This design comes from an exercise in tuning for small area and a short achievable clock period on the open sky130 flow, not from production work.
In this exercise RTL edits were held to simulation tests only and were not proved equivalent to the original.
Power is estimated from default activity; no workload was simulated.

## old
==> flow/design.v (excerpt) <==
module fir_filter (
    input  logic        clk,
    input  logic        reset,
    input  logic [15:0] data_in,
    output logic [15:0] data_out
);
logic [15:0] x[8:0];
logic [16:0] p0, p1, p2, p3, p4;
logic [106:0] s0;
logic [47:0] s1;
wire w1 = 1'b1 ^ p0[0] ^ ~p1[0];
wire w2 = (1'b1 & p0[0]) | (1'b1 & ~p1[0]) | (p0[0] & ~p1[0]);
wire w3 = p2[0] ^ p4[0] ^ w1;
wire w4 = (p2[0] & p4[0]) | (p2[0] & w1) | (p4[0] & w1);
wire w5 = 1'b1 ^ p0[1] ^ ~p1[1];
wire w6 = (1'b1 & p0[1]) | (1'b1 & ~p1[1]) | (p0[1] & ~p1[1]);
wire w7 = p2[1] ^ ~p3[0] ^ p4[1];
wire w8 = (p2[1] & ~p3[0]) | (p2[1] & p4[1]) | (~p3[0] & p4[1]);
wire w9 = w2 ^ w5 ^ w7;
wire w10 = (w2 & w5) | (w2 & w7) | (w5 & w7);
wire w11 = w4 ^ w9;
wire w12 = w4 & w9;
wire w13 = 1'b1 ^ p0[2] ^ ~p1[2];
wire w14 = (1'b1 & p0[2]) | (1'b1 & ~p1[2]) | (p0[2] & ~p1[2]);
wire w15 = ~p1[0] ^ p2[2] ^ ~p3[1];
wire w16 = (~p1[0] & p2[2]) | (~p1[0] & ~p3[1]) | (p2[2] & ~p3[1]);
wire w17 = p4[2] ^ p4[0] ^ w6;
wire w18 = (p4[2] & p4[0]) | (p4[2] & w6) | (p4[0] & w6);
wire w19 = w8 ^ w13 ^ w15;
wire w20 = (w8 & w13) | (w8 & w15) | (w13 & w15);
wire w21 = w10 ^ w17 ^ w19;
wire w22 = (w10 & w17) | (w10 & w19) | (w17 & w19);
wire w23 = w12 ^ w21;
wire w24 = w12 & w21;
wire w25 = 1'b1 ^ p0[3] ^ ~p0[0];
wire w26 = (1'b1 & p0[3]) | (1'b1 & ~p0[0]) | (p0[3] & ~p0[0]);
wire w27 = ~p1[3] ^ ~p1[1] ^ p2[3];
wire w28 = (~p1[3] & ~p1[1]) | (~p1[3] & p2[3]) | (~p1[1] & p2[3]);
wire w29 = p2[0] ^ ~p3[2] ^ p4[3];
wire w30 = (p2[0] & ~p3[2]) | (p2[0] & p4[3]) | (~p3[2] & p4[3]);
  ...
clock: 7.0 ns
lec_check: 0
cap_margin: 20
core_margin: 2
core_utilization: 40
slew_margin: 20
run.sh (not shown) runs the stock make flow with config.mk's settings and CLKGATE_MAP_FILE= SYNTH_SCRIPT=/design/flow/synth_recipe.tcl, a recipe that flattens the netlist after the stock synthesis.
The inputs of new differ from those of old as listed below.
- ABC_CLOCK_PERIOD_IN_PS now 2500, previously not set
- The flow did not stop early for old: all stages ran, and the layout cleared the timing, design-rule and antenna checks.
- new completed end to end with timing, DRC and antenna clean.
- Diff new..old | final instance area | unchanged
- From new to old, number of antenna violations at the first check in global routing did not move at all.
- Synthesized instance count: old vs new identical
- Non-clock buffer count: new vs old identical
- Count of flip-flops with a built-in enable after synthesis: old vs new identical

---

== trial 26 ==
fir_filter again, from the RTL that the note above started with.
Settings: LEC_CHECK=0, CAP_MARGIN=20, CORE_MARGIN=2, CORE_UTILIZATION=40, SETUP_SLACK_MARGIN=4.3, SLEW_MARGIN=20; clock period 7.0 ns.
standard.sh (not shown) runs the stock make flow with config.mk's settings and CLKGATE_MAP_FILE= SYNTH_SCRIPT=/design/flow/synth_recipe.tcl, a recipe that flattens the netlist after the stock synthesis.
==> flow/flow/run.sh <==
#!/bin/bash
# Own layout flow: the standard ORFS flow (standard.sh), with two changes:
#  - after the standard synthesis (synth_recipe.tcl, unchanged) has written the
#    netlist, flow/fixinv.py removes the inverters Yosys leaves around full adders
#    (a full adder is self-dual, so complementing all its pins keeps its function);
#    registers are not touched;
#  - extra ORFS settings exported from flow/env.sh (port buffer cell etc.).
# Each tool's output goes to a log file in this folder (ORFS keeps its own per-step
# logs under orfs/logs).
set -euo pipefail
HERE=$(pwd)
cp synth_recipe.tcl my_synth.tcl
cat >> my_synth.tcl <<EOS
exec python3 $HERE/flow/fixinv.py \$::env(RESULTS_DIR)/1_2_yosys.v \$::env(RESULTS_DIR)/1_2_yosys.v 2> $HERE/fixinv.log
EOS
sed "s#SYNTH_SCRIPT=[^ ]*#SYNTH_SCRIPT=$HERE/my_synth.tcl#" standard.sh > my_standard.sh
if [[ -f flow/env.sh ]]; then source flow/env.sh; fi
bash my_standard.sh > flow_make.log 2>&1
Other scripts of this flow, unchanged in this note and not shown: flow/flow/env.sh, flow/flow/fixinv.py
Inputs modified between trial 26 and trial 43:
diff --git a/flow/config.mk b/flow/config.mk
--- a/flow/config.mk
+++ b/flow/config.mk
@@ -10,2 +10,3 @@
 export CORE_UTILIZATION = 40
+export CTS_BUF_LIST = sky130_fd_sc_hd__clkbuf_8
 export SETUP_SLACK_MARGIN = 4.3
Results
On wire length of the first global-routing pass, trial 43 does worse than trial 26.
In trial 43 the required arrival time at the worst endpoint turned out 0.14 ns higher than in trial 26.
The standard cells in trial 43 occupy more silicon area than those in trial 26 do.
Changes observed in trial 43 relative to trial 26: transition time at the pin with the least slew margin went up, post-route fraction of the period consumed by the critical path did not really move, number of antenna violations at the first check in global routing went up, largest incremental delay on the critical path went up.
Number of buffers outside the clock class in the layout of trial 43 exceeds that of trial 26 by a few percent.
Via count went up slightly going from trial 26 to trial 43.
When the final numbers for trial 26 and trial 43 were put side by side, the average vias per placed instance turned out to be smaller in trial 43.
Peak supply drop for trial 43 is higher than for trial 26.

---

Another version of the RTL of fir_filter (not shown whole).
For scale: about 34 I/O pins, ~22000 um2 of cells after synthesis.
// fir_filter
module fir_filter (
    input  logic        clk,
    input  logic        reset,
    input  logic [15:0] data_in,
    output logic [15:0] data_out
);
Settings: LEC_CHECK=0, CAP_MARGIN=20, CORE_MARGIN=2, CORE_UTILIZATION=60, CTS_CLUSTER_DIAMETER=120, CTS_CLUSTER_SIZE=30, PLACE_DENSITY=0.7, SETUP_SLACK_MARGIN=4.3, SLEW_MARGIN=20; clock period 7.0 ns.
==> flow/flow/run.sh <==
#!/bin/bash
# Own layout flow: the standard ORFS flow (standard.sh), with two changes:
#  - synthesis skips the fine-grained 'abc -fast' pre-mapping (see below), and after it
#    has written the netlist, flow/fixinv.py removes the inverters Yosys leaves around full adders
#    (a full adder is self-dual, so complementing all its pins keeps its function);
#    registers are not touched;
#  - extra ORFS settings exported from flow/env.sh (port buffer cell etc.).
# Each tool's output goes to a log file in this folder (ORFS keeps its own per-step
# logs under orfs/logs).
set -euo pipefail
HERE=$(pwd)
# The standard flow's synthesis script, with Yosys's fine-grained 'abc -fast' pre-mapping skipped
# (-noabc), so the explicit full adders of the RTL reach extract_fa as written; the
# final ABC mapping of synth.tcl still runs. Registers are mapped exactly as before.
sed '1s/yosys synth -nofsm -noshare/yosys synth -nofsm -noshare -noabc/' synth_recipe.tcl > my_synth.tcl
grep -q -- '-noabc' my_synth.tcl
cat >> my_synth.tcl <<EOS
exec python3 $HERE/flow/fixinv.py \$::env(RESULTS_DIR)/1_2_yosys.v \$::env(RESULTS_DIR)/1_2_yosys.v 2> $HERE/fixinv.log
EOS
sed "s#SYNTH_SCRIPT=[^ ]*#SYNTH_SCRIPT=$HERE/my_synth.tcl#" standard.sh > my_standard.sh
if [[ -f flow/env.sh ]]; then source flow/env.sh; fi
bash my_standard.sh > flow_make.log 2>&1
Other scripts of this flow, unchanged in this note and not shown: flow/flow/env.sh, flow/flow/fixinv.py
The starting point went through all stages and came out clean.
Change:
--- a/flow/config.mk
+++ b/flow/config.mk
@@ -14 +14 @@
-export SETUP_SLACK_MARGIN = 4.3
+export SETUP_SLACK_MARGIN = 4.6
=> Die area stays the same. Setup slack degrades by 0.021 ns. Total power went up by a few percent.

what the ideal ports hide:
No port has a modelled driver above. Below, the same layouts with a new extraction and two added sets of constraints.
Step 1 sets driving cells, clkbuf_16 on the clock port and buf_2 on the other inputs (assumed; they add their load-dependent delay and slew).
Step 2 adds t to the input delays and takes it off the output delays; t is the mean of the earliest and latest rising clock arrival at the registers after step 1. Input paths then give back, and output paths get back, about the clock's delay inside the block.
a / b / c = ideal / step 1 / step 2; a / b = the first two.
run	t, ns	setup slack, ns	worst hold slack (ns)	slew at the worst register clock pin (ns)
old	0.627	3.440 / 3.480 / 2.853	0.373 / 0.373 / 0.373	0.06 / 0.06
new	0.627	3.440 / 3.480 / 2.853	0.373 / 0.373 / 0.373	0.06 / 0.06
trial 26	0.623	4.246 / 4.246 / 3.710	0.381 / 0.381 / 0.381	0.07 / 0.07
trial 43	0.690	4.239 / 4.239 / 3.644	0.376 / 0.376 / 0.376	0.07 / 0.07
the first run of note 3	0.575	4.259 / 4.259 / 3.800	0.358 / 0.358 / 0.358	0.11 / 0.11
the second run of note 3	0.581	4.237 / 4.237 / 3.824	0.356 / 0.356 / 0.356	0.11 / 0.11
After both steps setup and hold are still met in every run listed. For trial 43, which loses most, drivers alone change the setup slack by 0.000 ns; drivers and shift together by -0.595 ns.
